What follows belongs to an exercise in optimizing a design on an open flow for small area and a short achievable clock period; a production flow would make more cautious choices. The RTL was checked by simulation tests, not by an equivalence proof against the original design. The clock port is modelled as an ideal driver; clocking choices that lean on that would not hold on a real chip.

==> flow/design.v, too long to show whole: its modules and the start of the top module <==
// module ntt_add: 93 lines
// module ntt_sub: 101 lines
// module ntt_dbl: 57 lines
// module ntt_tmul1: 413 lines
// module ntt_red21: 119 lines
// module ntt_tmul4: 221 lines
// module ntt_red1: 61 lines
// module ntt_gmul0: 509 lines
// module ntt_gmul1: 177 lines
// module ntt_gmul2: 177 lines
// module ntt_table: 15 lines
// module ntt_table4: 24 lines
// module FNTT_FINTT_8point: 148 lines
module FNTT_FINTT_8point(
  input        clock,
  input        reset,
  input  [7:0] io_inData_0,
  input  [7:0] io_inData_1,
  input  [7:0] io_inData_2,
  input  [7:0] io_inData_3,
  input  [7:0] io_inData_4,
  input  [7:0] io_inData_5,
  input  [7:0] io_inData_6,
  input  [7:0] io_inData_7,
  input  [7:0] io_omega_0,
  input  [7:0] io_omega_1,
  input  [7:0] io_omega_2,
  input  [7:0] io_omega_3,
  input  [7:0] io_mod,
  input  [7:0] io_invN,
  input        io_mode,
  output [7:0] io_outData_0,
  output [7:0] io_outData_1,
  output [7:0] io_outData_2,
  output [7:0] io_outData_3,
  output [7:0] io_outData_4,
  output [7:0] io_outData_5,
  output [7:0] io_outData_6,
  output [7:0] io_outData_7
);
  // ...
==> flow/flow/run.sh <==
#!/bin/bash
# Layout flow: the standard synthesis; then the inverters that Yosys left
# around full-adder cells are folded into the adders' polarity (flow/invopt.py,
# a full adder is self-dual), and the io_mode output multiplexers are rebuilt
# as NAND-NAND logic (flow/outmux.py); then the standard ORFS steps, with buf_2 port
# buffers and buf_16 buffers on the io_mode net (flow/mode_buf.tcl, before CTS).
# Each tool's output goes to its own log file in this folder.
set -euo pipefail
R=orfs/results/${FLOW_PLATFORM}/FNTT_FINTT_8point/base
bash standard.sh synth > synth.log 2>&1
cp "$R/1_2_yosys.v" 1_2_yosys_standard.v
if ! python3 flow/invopt.py 1_2_yosys_standard.v 1_2_yosys_invopt.v > invopt.log 2>&1; then
  cp 1_2_yosys_standard.v 1_2_yosys_invopt.v
fi
if ! python3 flow/outmux.py 1_2_yosys_invopt.v 1_2_yosys_outmux.v > outmux.log 2>&1; then
  cp 1_2_yosys_invopt.v 1_2_yosys_outmux.v
fi
cp 1_2_yosys_outmux.v "$R/1_2_yosys.v"
touch "$R/1_2_yosys.v"
bash standard.sh 'BUFFER_PORTS_ARGS=-buffer_cell sky130_fd_sc_hd__buf_2' "PRE_CTS_TCL=$PWD/flow/mode_buf.tcl" finish > layout.log 2>&1
==> flow/flow/invopt.py <==
#!/usr/bin/env python3
"""Remove inverters around full-adder cells by flipping the adders' polarity.

A full adder is self-dual: FA(~a, ~b, ~c) = (~s, ~co).  The script collapses the
inverters of a flat gate-level netlist into (root net, polarity) requirements,
picks for each sky130 fa cell whether it computes on complemented values so that
as few roots as possible are needed in both polarities, and writes the netlist
back with one inverter per root that still needs its complement.
usage: invopt.py in.v out.v
"""
import re, sys, random

src = open(sys.argv[1]).read()
m = re.search(r'\bmodule\s+(\w+)', src)
head_end = src.index(';', m.end()) + 1
body = src[head_end:src.rindex('endmodule')]

inst_re = re.compile(r'(sky130_fd_sc_hd__\w+)\s+(\\?\S+)\s*\((.*?)\);', re.S)
pin_re = re.compile(r'\.(\w+)\(\s*(.*?)\s*\)\s*(?:,|$)', re.S)
decls, insts, assigns = [], [], []
pos = 0
for stmt in re.split(r';', body):
    s = stmt.strip()
    if not s:
        continue
    if s.startswith(('wire', 'input', 'output', 'reg')):
        decls.append(s + ' ;')
    elif s.startswith('assign'):
        assigns.append(s + ' ;')
    else:
        mm = re.match(r'(sky130_fd_sc_hd__\w+)\s+(\\?\S+)\s*\((.*)\)\s*$', s, re.S)
        if not mm:
            raise SystemExit('cannot parse: ' + s[:200])
        pins = dict((p, n.strip()) for p, n in re.findall(r'\.(\w+)\(\s*([^()]*?)\s*\)', mm.group(3)))
        insts.append([mm.group(1), mm.group(2), pins])

OUTPINS = {'X', 'Y', 'Q', 'Q_N', 'SUM', 'COUT', 'HI', 'LO'}
isinv = lambda t: re.match(r'sky130_fd_sc_hd__(inv|clkinv)_\d+$', t) is not None
isfa = lambda t: re.match(r'sky130_fd_sc_hd__fa_\d+$', t) is not None

inv_of = {}          # inverter output net -> input net
for t, n, p in insts:
    if isinv(t):
        inv_of[p['Y']] = p['A']
keep = set()
for a in assigns:
    keep.update(re.findall(r'[\\\w\[\]\.$]+', a.split('=', 1)[1]))
    keep.update(re.findall(r'[\\\w\[\]\.$]+', a.split('=', 1)[0].replace('assign', '')))
ports = set()
for d in decls:
    if d.startswith(('input', 'output')):
        mm = re.match(r'(input|output)\s*(\[(\d+):(\d+)\])?\s*(\S+)\s*;', d)
        nm = mm.group(5)
        if mm.group(2):
            hi, lo = int(mm.group(3)), int(mm.group(4))
            for i in range(min(hi, lo), max(hi, lo) + 1):
                ports.add('%s[%d]' % (nm, i))
        else:
            ports.add(nm)

def root(net):
    pol = 0
    while net in inv_of and net not in ports:
        net = inv_of[net]; pol ^= 1
    return net, pol

# consumers: (root, pol, fa_index or None)
fa_idx = [i for i, (t, n, p) in enumerate(insts) if isfa(t)]
fa_pos = {i: k for k, i in enumerate(fa_idx)}
uses = {}            # root -> list of (pol, fa k or -1)
drv_fa = {}          # root net -> fa k
for i, (t, n, p) in enumerate(insts):
    if isinv(t):
        continue
    for pin, net in p.items():
        if pin in OUTPINS:
            if isfa(t):
                drv_fa[net] = fa_pos[i]
            continue
        r, pol = root(net)
        uses.setdefault(r, []).append((pol, fa_pos[i] if isfa(t) else -1))
# ports and assign reads that are inverter outputs need their polarity too
for net in set(ports) | set(keep):
    r, pol = root(net)
    uses.setdefault(r, []).append((pol, -1))

flip = [0] * len(fa_idx)
fa_roots = [[] for _ in fa_idx]
for r, lst in uses.items():
    for pol, k in lst:
        if k >= 0 and r not in fa_roots[k]:
            fa_roots[k].append(r)
for r, k in drv_fa.items():
    if r not in fa_roots[k]:
        fa_roots[k].append(r)

def cost(r):
    have = flip[drv_fa[r]] if r in drv_fa else 0
    need = set((pol ^ (flip[k] if k >= 0 else 0)) for pol, k in uses.get(r, []))
    return 1 if (1 - have) in need else 0

total = sum(cost(r) for r in uses)
print('inverters before: %d, needed with no flips: %d' % (len(inv_of), total))
random.seed(1)
improved = True
it = 0
while improved and it < 50:
    improved = False; it += 1
    order = list(range(len(fa_idx))); random.shuffle(order)
    for k in order:
        rs = fa_roots[k]
        before = sum(cost(r) for r in rs)
        flip[k] ^= 1
        after = sum(cost(r) for r in rs)
        if after < before:
            improved = True
        elif after == before and random.random() < 0.3:
            pass
        else:
            flip[k] ^= 1
total = sum(cost(r) for r in uses)
print('needed after flips: %d (%d flipped)' % (total, sum(flip)))

# rebuild
comp = {}
newinsts = []
cnt = [0]
def complement(r):
    if r not in comp:
        cnt[0] += 1
        comp[r] = 'ipo_n%d' % cnt[0]
        newinsts.append(('sky130_fd_sc_hd__inv_1', 'ipo_i%d' % cnt[0], {'A': r, 'Y': comp[r]}))
    return comp[r]

def source(r, want):
    """net carrying root r's true value xor want"""
    have = flip[drv_fa[r]] if r in drv_fa else 0
    return r if have == want else complement(r)

def esc(x):
    return x + ' ' if x.startswith('\\') else x

out = []
for i, (t, n, p) in enumerate(insts):
    if isinv(t):
        y = p['Y']
        if y in ports or y in keep:
            r, pol = root(y)
            # drive the kept net from the right polarity with a buffer-free inverter
            have = flip[drv_fa[r]] if r in drv_fa else 0
            if have == pol:
                raise SystemExit('kept inverter output would need a buffer: %s' % y)
            out.append((t, n, {'A': r, 'Y': y}))
        continue
    q = dict(p)
    f = flip[fa_pos[i]] if isfa(t) else 0
    for pin, net in p.items():
        if pin in OUTPINS:
            continue
        r, pol = root(net)
        q[pin] = source(r, pol ^ f)
    out.append((t, n, q))
out += newinsts
used = set()
for t, n, p in out:
    used.update(p.values())
L = [src[:head_end]]
for d in decls:
    L.append('  ' + d)
for nm in sorted(comp.values()):
    L.append('  wire %s;' % nm)
for t, n, p in out:
    L.append('  %s %s (%s);' % (t, esc(n), ', '.join('.%s(%s)' % (a, esc(b)) for a, b in p.items())))
for a in assigns:
    L.append('  ' + a)
L.append('endmodule')
open(sys.argv[2], 'w').write('\n'.join(L) + '\n')
print('inverters after: %d' % sum(1 for t, n, p in out if isinv(t)))
==> flow/flow/mode_buf.tcl <==
# io_mode selects all 64 output multiplexers in the same cycle; drive that net
# from strong cells: every buffer between the io_mode port and the output
# logic becomes a buf_16, every inverter an inv_8.
set block [ord::get_db_block]
set nets [list [[$block findBTerm io_mode] getNet]]
set seen {}
while {[llength $nets]} {
  set net [lindex $nets 0]
  set nets [lrange $nets 1 end]
  foreach it [$net getITerms] {
    if {![$it isInputSignal]} continue
    set inst [$it getInst]
    set name [$inst getName]
    set m [[$inst getMaster] getName]
    if {[lsearch $seen $name] >= 0} continue
    if {[regexp {^sky130_fd_sc_hd__(clk)?buf_[0-9]+$} $m]} {
      set to sky130_fd_sc_hd__buf_16
    } elseif {[regexp {^sky130_fd_sc_hd__(clk)?inv_[0-9]+$} $m]} {
      set to sky130_fd_sc_hd__inv_8
    } else {
      continue
    }
    lappend seen $name
    if {$m ne $to} {
      puts "mode_buf.tcl: $name $m -> $to"
      replace_cell $name $to
    }
    foreach ot [$inst getITerms] {
      if {[$ot isOutputSignal] && [$ot getNet] ne "NULL"} { lappend nets [$ot getNet] }
    }
  }
}
==> flow/flow/outmux.py <==
#!/usr/bin/env python3
"""Rebuild the output multiplexers that io_mode selects as NAND-NAND logic.

io_mode acts on the outputs in the same cycle, so io_mode -> output is the
longest path; a mux2's select-to-output delay is much larger than a NAND2's.
Each mux2 cell driving an output port, whose select comes (through buffers)
from io_mode, becomes  X = ~(~(A1 & m) & ~(A0 & ~m))  with m = io_mode and one
shared inverter for ~m.  Buffers left without loads are dropped.
usage: outmux.py in.v out.v
"""
import re, sys

src = open(sys.argv[1]).read()
head_end = src.index(';', re.search(r'\bmodule\s+\w+', src).end()) + 1
body = src[head_end:src.rindex('endmodule')]
decls, insts, assigns = [], [], []
for stmt in body.split(';'):
    s = stmt.strip()
    if not s:
        continue
    if s.startswith(('wire', 'input', 'output', 'reg')):
        decls.append(s + ' ;')
    elif s.startswith('assign'):
        assigns.append(s + ' ;')
    else:
        mm = re.match(r'(sky130_fd_sc_hd__\w+)\s+(\\?\S+)\s*\((.*)\)\s*$', s, re.S)
        if not mm:
            raise SystemExit('cannot parse: ' + s[:200])
        pins = dict((p, n.strip()) for p, n in re.findall(r'\.(\w+)\(\s*([^()]*?)\s*\)', mm.group(3)))
        insts.append([mm.group(1), mm.group(2), pins])

P = 'sky130_fd_sc_hd__'
outs = set()
for d in decls:
    mm = re.match(r'output\s*\[(\d+):(\d+)\]\s*(\S+)\s*;', d)
    if mm:
        for i in range(int(mm.group(2)), int(mm.group(1)) + 1):
            outs.add('%s[%d]' % (mm.group(3), i))
buf_of = {}
for t, n, p in insts:
    if re.match(P + r'(clk)?buf_\d+$', t):
        buf_of[p['X']] = p['A']

def root(net):
    while net in buf_of:
        net = buf_of[net]
    return net

new = []
done = 0
for t, n, p in insts:
    if re.match(P + r'mux2_\d+$', t) and p.get('X') in outs and root(p['S']) == 'io_mode':
        k = done
        done += 1
        new.append((P + 'nand2_1', 'omx_a%d' % k, {'A': p['A1'], 'B': 'io_mode', 'Y': 'omx_n1_%d' % k}))
        new.append((P + 'nand2_1', 'omx_b%d' % k, {'A': p['A0'], 'B': 'omx_modeb', 'Y': 'omx_n0_%d' % k}))
        new.append((P + 'nand2_1', 'omx_c%d' % k, {'A': 'omx_n1_%d' % k, 'B': 'omx_n0_%d' % k, 'Y': p['X']}))
    else:
        new.append((t, n, p))
if done:
    new.append((P + 'inv_1', 'omx_inv', {'A': 'io_mode', 'Y': 'omx_modeb'}))
# drop buffers without loads (repeat until none)
while True:
    used = set()
    for t, n, p in new:
        for pin, net in p.items():
            if pin not in ('X', 'Y', 'Q', 'SUM', 'COUT'):
                used.add(net)
    keep = [(t, n, p) for t, n, p in new
            if not (re.match(P + r'(clk)?buf_\d+$', t) and p['X'] not in used and p['X'] not in outs)]
    if len(keep) == len(new):
        break
    new = keep
print('output multiplexers rebuilt: %d' % done)

def esc(x):
    return x + ' ' if x.startswith('\\') else x

L = [src[:head_end]] + ['  ' + d for d in decls]
if done:
    L.append('  wire omx_modeb;')
    L += ['  wire omx_n1_%d;\n  wire omx_n0_%d;' % (k, k) for k in range(done)]
for t, n, p in new:
    L.append('  %s %s (%s);' % (t, esc(n), ', '.join('.%s(%s)' % (a, esc(b)) for a, b in p.items())))
L += ['  ' + a for a in assigns]
L.append('endmodule')
open(sys.argv[2], 'w').write('\n'.join(L) + '\n')
==> flow/standard.sh <==
#!/bin/bash
# synth_recipe.tcl (not shown) runs the flow's synth.tcl, then flattens the netlist and writes it again
# the make line also repeats each setting of config.mk as NAME=value (left out here)
make -C /OpenROAD-flow-scripts/flow DESIGN_CONFIG=/design/flow/config.mk WORK_HOME=/design/flow/orfs CLKGATE_MAP_FILE= SYNTH_SCRIPT=/design/flow/synth_recipe.tcl "${@:-finish}"
==> flow/config.mk <==
export PLATFORM = sky130hd
export DESIGN_NAME = FNTT_FINTT_8point
export DESIGN_NICKNAME = FNTT_FINTT_8point
export VERILOG_FILES = /design/flow/design.v
export SDC_FILE = /design/flow/constraint.sdc
export NUM_CORES = 4
export LEC_CHECK = 0
export CAP_MARGIN = 20
export CORE_MARGIN = 2
export CORE_UTILIZATION = 40
export CTS_CLUSTER_DIAMETER = 120
export CTS_CLUSTER_SIZE = 20
export SLEW_MARGIN = 20
==> flow/constraint.sdc <==
create_clock -name core_clock -period 36.0 [get_ports {clock}]
set_input_delay 7.2000 -clock core_clock [delete_from_list [all_inputs] [get_ports {clock}]]
set_output_delay 7.2000 -clock core_clock [all_outputs]
set_load 0.01 [all_outputs]
==> flow_metrics.env, run 1 <==
export IMPL_cts_sinks=958
export IMPL_dp_slack_ns=20.06
export IMPL_status="finished clean"
export IMPL_drt_initial_drc_count=4004
export IMPL_r2r_end="tr[16]"
export IMPL_grt_usage=0.225
export IMPL_final_clk_cell_share=0.0224
export IMPL_final_area_um2=78100
export IMPL_chipHeight_um=431
export IMPL_r2r_slack_ns=22.75
export IMPL_rows=156
export IMPL_buffers=213
export IMPL_period_share=0.430
export IMPL_drtPass1Iterations=7
export IMPL_drc=0
export IMPL_antenna_found_initial=7
export IMPL_dr_wl_met3_mm=16.6
export IMPL_die_area_um2=186000
export IMPL_crit_path_cell_trace="buf_16 > buf_16 > inv_8 > buf_16 > nand2_1 > nand2_1 > buf_2"
export IMPL_multi_input_area_um2=49700
export IMPL_timing_rr_start="m[2]"
export IMPL_wl_mm=206
export IMPL_seqCellArea_um2=19200
export IMPL_highest_layer="met5"
==> inputs of run 2 (changes only) <==
--- a/flow/flow/run.sh
+++ b/flow/flow/run.sh
@@ -3,7 +3,7 @@
 # around full-adder cells are folded into the adders' polarity (flow/invopt.py,
 # a full adder is self-dual), and the io_mode output multiplexers are rebuilt
 # as NAND-NAND logic (flow/outmux.py); then the standard ORFS steps, with buf_2 port
-# buffers and buf_16 buffers on the io_mode net (flow/mode_buf.tcl, before CTS).
+# buffers and strong buffers on the io_mode net (flow/mode_buf.tcl, before CTS).
 # Each tool's output goes to its own log file in this folder.
 set -euo pipefail
 R=orfs/results/${FLOW_PLATFORM}/FNTT_FINTT_8point/base
==> flow/flow/mode_buf.tcl (replaced) <==
# io_mode selects the 64 output NAND-NAND multiplexers (flow/outmux.py) in the
# same cycle, so io_mode -> outputs is the longest path.  Drive it from strong
# cells: every buffer between the io_mode port and the output logic becomes a
# buf_16; the inverter for ~io_mode becomes an inv_16 fed by the port buffer
# and driving its 64 loads itself, without the buffer repair_design put after it.
set block [ord::get_db_block]
set pnet [[$block findBTerm io_mode] getNet]
set nets [list $pnet]
set seen {}
while {[llength $nets]} {
  set net [lindex $nets 0]
  set nets [lrange $nets 1 end]
  foreach it [$net getITerms] {
    if {![$it isInputSignal]} continue
    set inst [$it getInst]
    set name [$inst getName]
    set m [[$inst getMaster] getName]
    if {[lsearch $seen $name] >= 0} continue
    if {![regexp {^sky130_fd_sc_hd__(clk)?(buf|inv)_[0-9]+$} $m]} continue
    lappend seen $name
    foreach ot [$inst getITerms] {
      if {[$ot isOutputSignal] && [$ot getNet] ne "NULL"} { lappend nets [$ot getNet] }
    }
  }
}
set inv [$block findInst omx_inv]
if {$inv ne "NULL"} {
  set iout [[$inv findITerm Y] getNet]
  # fold the buffers after the inverter into it
  set again 1
  while {$again} {
    set again 0
    foreach it [$iout getITerms] {
      if {![$it isInputSignal]} continue
      set b [$it getInst]
      if {![regexp {^sky130_fd_sc_hd__(clk)?buf_[0-9]+$} [[$b getMaster] getName]]} continue
      set bout [[$b findITerm X] getNet]
      foreach lt [$bout getITerms] {
        if {[$lt isInputSignal]} { $lt disconnect; $lt connect $iout }
      }
      puts "mode_buf.tcl: removed [$b getName] after omx_inv"
      set i [lsearch $seen [$b getName]]
      if {$i >= 0} { set seen [lreplace $seen $i $i] }
      $it disconnect
      odb::dbInst_destroy $b
      odb::dbNet_destroy $bout
      set again 1
      break
    }
  }
  # fold chained buffers on the io_mode side into the first one after the
  # port buffer
  set pbi ""
  foreach it [$pnet getITerms] { if {[$it isInputSignal]} { set pbi [$it getInst] } }
  set again 1
  while {$again && $pbi ne ""} {
    set again 0
    foreach name $seen {
      set b [$block findInst $name]
      if {$b eq "NULL" || $b eq $pbi || $b eq $inv} continue
      if {![regexp {^sky130_fd_sc_hd__(clk)?buf_[0-9]+$} [[$b getMaster] getName]]} continue
      set bin [[$b findITerm A] getNet]
      set drv [$bin getFirstOutput]
      if {$drv eq "NULL"} continue
      set d [$drv getInst]
      if {$d eq $pbi || $d eq $inv} continue
      if {![regexp {^sky130_fd_sc_hd__(clk)?buf_[0-9]+$} [[$d getMaster] getName]]} continue
      set bout [[$b findITerm X] getNet]
      foreach lt [$bout getITerms] {
        if {[$lt isInputSignal]} { $lt disconnect; $lt connect $bin }
      }
      puts "mode_buf.tcl: folded $name into [$d getName]"
      [$b findITerm A] disconnect
      set i [lsearch $seen $name]
      set seen [lreplace $seen $i $i]
      odb::dbInst_destroy $b
      odb::dbNet_destroy $bout
      set again 1
      break
    }
  }
  # feed the inverter from the port buffer
  set pb ""
  foreach it [$pnet getITerms] { if {[$it isInputSignal]} { set pb [$it getInst] } }
  if {$pb ne ""} {
    set pbout [[$pb findITerm X] getNet]
    set ia [$inv findITerm A]
    if {[$ia getNet] ne $pbout} { $ia disconnect; $ia connect $pbout; puts "mode_buf.tcl: omx_inv fed from [$pb getName]" }
  }
}
foreach name $seen {
  set inst [$block findInst $name]
  if {$inst eq "NULL"} continue
  set m [[$inst getMaster] getName]
  set to [expr {[string match *inv* $m] ? "sky130_fd_sc_hd__inv_16" : "sky130_fd_sc_hd__buf_16"}]
  if {$m ne $to} {
    puts "mode_buf.tcl: $name $m -> $to"
    replace_cell $name $to
  }
}
==> flow_metrics.env, run 2 <==
export IMPL_min_path_type="register to register"
export IMPL_ios=179
export IMPL_gp_congestion=0.930
export IMPL_layout_common_cells="fa_1, dfxtp_1, inv_1"
export IMPL_dp_cells=8914
export IMPL_finalHoldViolations=0
export IMPL_crit_type="input port to output port"
export IMPL_crit_path_cell_trace="buf_16 > buf_16 > nand2_1 > nand2_1 > buf_2"
export IMPL_path_clk_slew_ns=0.08
export IMPL_cpPeakStageDelay_ns=0.27
export IMPL_r2r_slack_ns=22.73
export IMPL_cp_arrival_ns=8.02
export IMPL_grt_usage=0.226
export IMPL_design_core_area_um2=181000
export IMPL_period_share=0.423
export IMPL_viasPerCell=5.20
export IMPL_fin_setup_tns_ns=0
export IMPL_dieWidth_um=431
export IMPL_cts_hold_fix_buffers=0
export IMPL_dpl_hpwl_mm=155
export IMPL_netlist_area_um2=72800
export IMPL_crit_buf_inv=3
export IMPL_grt_max_degree=65
export IMPL_largest_reg_flops=72
export IMPL_finalSetupViolations=0
export IMPL_cp_max_fo=64
export IMPL_layout_filler_cells=17000
export IMPL_wl_mm=206
export IMPL_final_cells=8997
export IMPL_ctsResizeCount=0
export IMPL_status="finished clean"
export IMPL_drtPass1Iterations=8
export IMPL_slew_violations=0
export IMPL_crit_path_top_delay_cell="buf_16"
export IMPL_drt_initial_drc_count=4209
export IMPL_cts_tree="built"
export IMPL_cts_made_buffers=59
export IMPL_overflow=0
export IMPL_nNetsFinal=8347
export IMPL_chipHeight_um=431
export IMPL_vias=46800
export IMPL_area_growth_syn_to_layout_pct=7.09
export IMPL_finalWorstPathRequiredPeriod_ns=15.22
export IMPL_clock_skew_ns=0.0448
export IMPL_cts_setup_buffers=0
export IMPL_drc=0
export IMPL_grt_pass1_wl_mm=310
export IMPL_cts_sinks=958
export IMPL_synth_fp_nets=8289
export IMPL_endpoint_kind="output port"
export IMPL_drv_cap=0
export IMPL_rows=156
export IMPL_die_area_um2=186000
export IMPL_crit_family="buffers and inverters"
export IMPL_grt_pass1_vias=50100
export IMPL_antenna_left=0
export IMPL_layout_commonest_cell="fa_1"
export IMPL_regMostFlops="sr"
export IMPL_synthCells=6545
export IMPL_io_buffers=177
export IMPL_worst_slew_pin_slew_ns=1.28
export IMPL_yosys_warnings=2
export IMPL_drive_above_1_share=0.104
export IMPL_start_kind="input port"
export IMPL_insertion_delay_ns=0.75
export IMPL_start_util=0.403
export IMPL_maxClockFrequency_mhz=65.7
export IMPL_required_ns=28.80
export IMPL_syn_avg_cell_area_um2=11.1
export IMPL_fin_util=0.431
export IMPL_wl_per_cell_um=22.9
export IMPL_rsz0062_at_grt="no"
export IMPL_slew_headroom=0.143
export IMPL_antenna_found_initial=7
## run 2: routing by layer
layer | GRT usage | routed length (um)
met4 | 0.0912 | 9490
met2 | 0.369 | 96200
met5 | 0.00338 | 76
met3 | 0.0498 | 16700
met1 | 0.290 | 83100
## run 2: worst reg2reg max path: cells and delay by family (launching register included)
kind                     cells  cell delay, ns
AO/OA/AOI/OAI                3            1.30
adder cells (fa/ha/maj)     21            8.11
buffers and inverters        5            1.09
flip-flops                   1            0.82
multiplexers                 1            0.26
AND/OR/NAND/NOR              5            1.53
## run 2: final timing paths
| path | startpoint | end | depth (start not counted) |
|---|---|---|---|
| worst max-delay path | io_mode | io_outData_0[4] | 5 |
| worst min-delay path | d4[35] | qe0b[3] | 0 |
| worst max register to register | m[2] | tr[22] | 35 |
| worst min register to register | d4[35] | qe0b[3] | 0 |
## run 2: final cells by class
type,count,area [um2],share of cell area
repair buffers,211,1210,0.0155
multi-input cells,4531,49700,0.637
clock inverters,14,224,0.00287
flip-flops and latches,958,19200,0.246
well taps,2370,2970,0.0380
inverters,842,3210,0.0411
clock buffers,66,1520,0.0195
diodes,5,12.5,0.000160
## run 2: per-stage QoR
step	setup slack (ns)	hold slack, ns	instance area [um2]
after floorplan	20.45	0.310	72800
after global placement	20.09	0.310	76200
after detailed placement	20.06	0.312	76200
after CTS	20.76	0.291	78000
after global routing	20.71	0.295	78000
final	20.78	0.297	78000

[separate check: timing with driven ports]
In the flow no input, the clock included, has a driving cell. The finished layouts below were timed again as built, in two steps. Step 1: set_driving_cell puts a clkbuf_16 on clock and a buf_2 on each other input, an assumption about the parent block. Step 2 times the ports against the registers' clock, not the clock port: input delays grow and output delays shrink by t, the midpoint of the rising clock arrivals with the driver on. a / b / c = ideal ports / drivers / drivers and shift; a / b = the first two.
run | t (ns) | setup WS [ns] | slew at the worst register clock pin (ns) | worst data-port slew with drivers (ns)
run 1 | 0.811 | 20.507 / 20.437 / 20.437 | 0.10 / 0.10 | 0.22
run 2 | 0.810 | 20.777 / 20.676 / 20.676 | 0.10 / 0.10 | 0.17
After both steps every run listed still meets setup and hold. For run 2, which loses most, drivers alone change the setup slack by -0.101 ns; drivers and shift together by -0.101 ns.
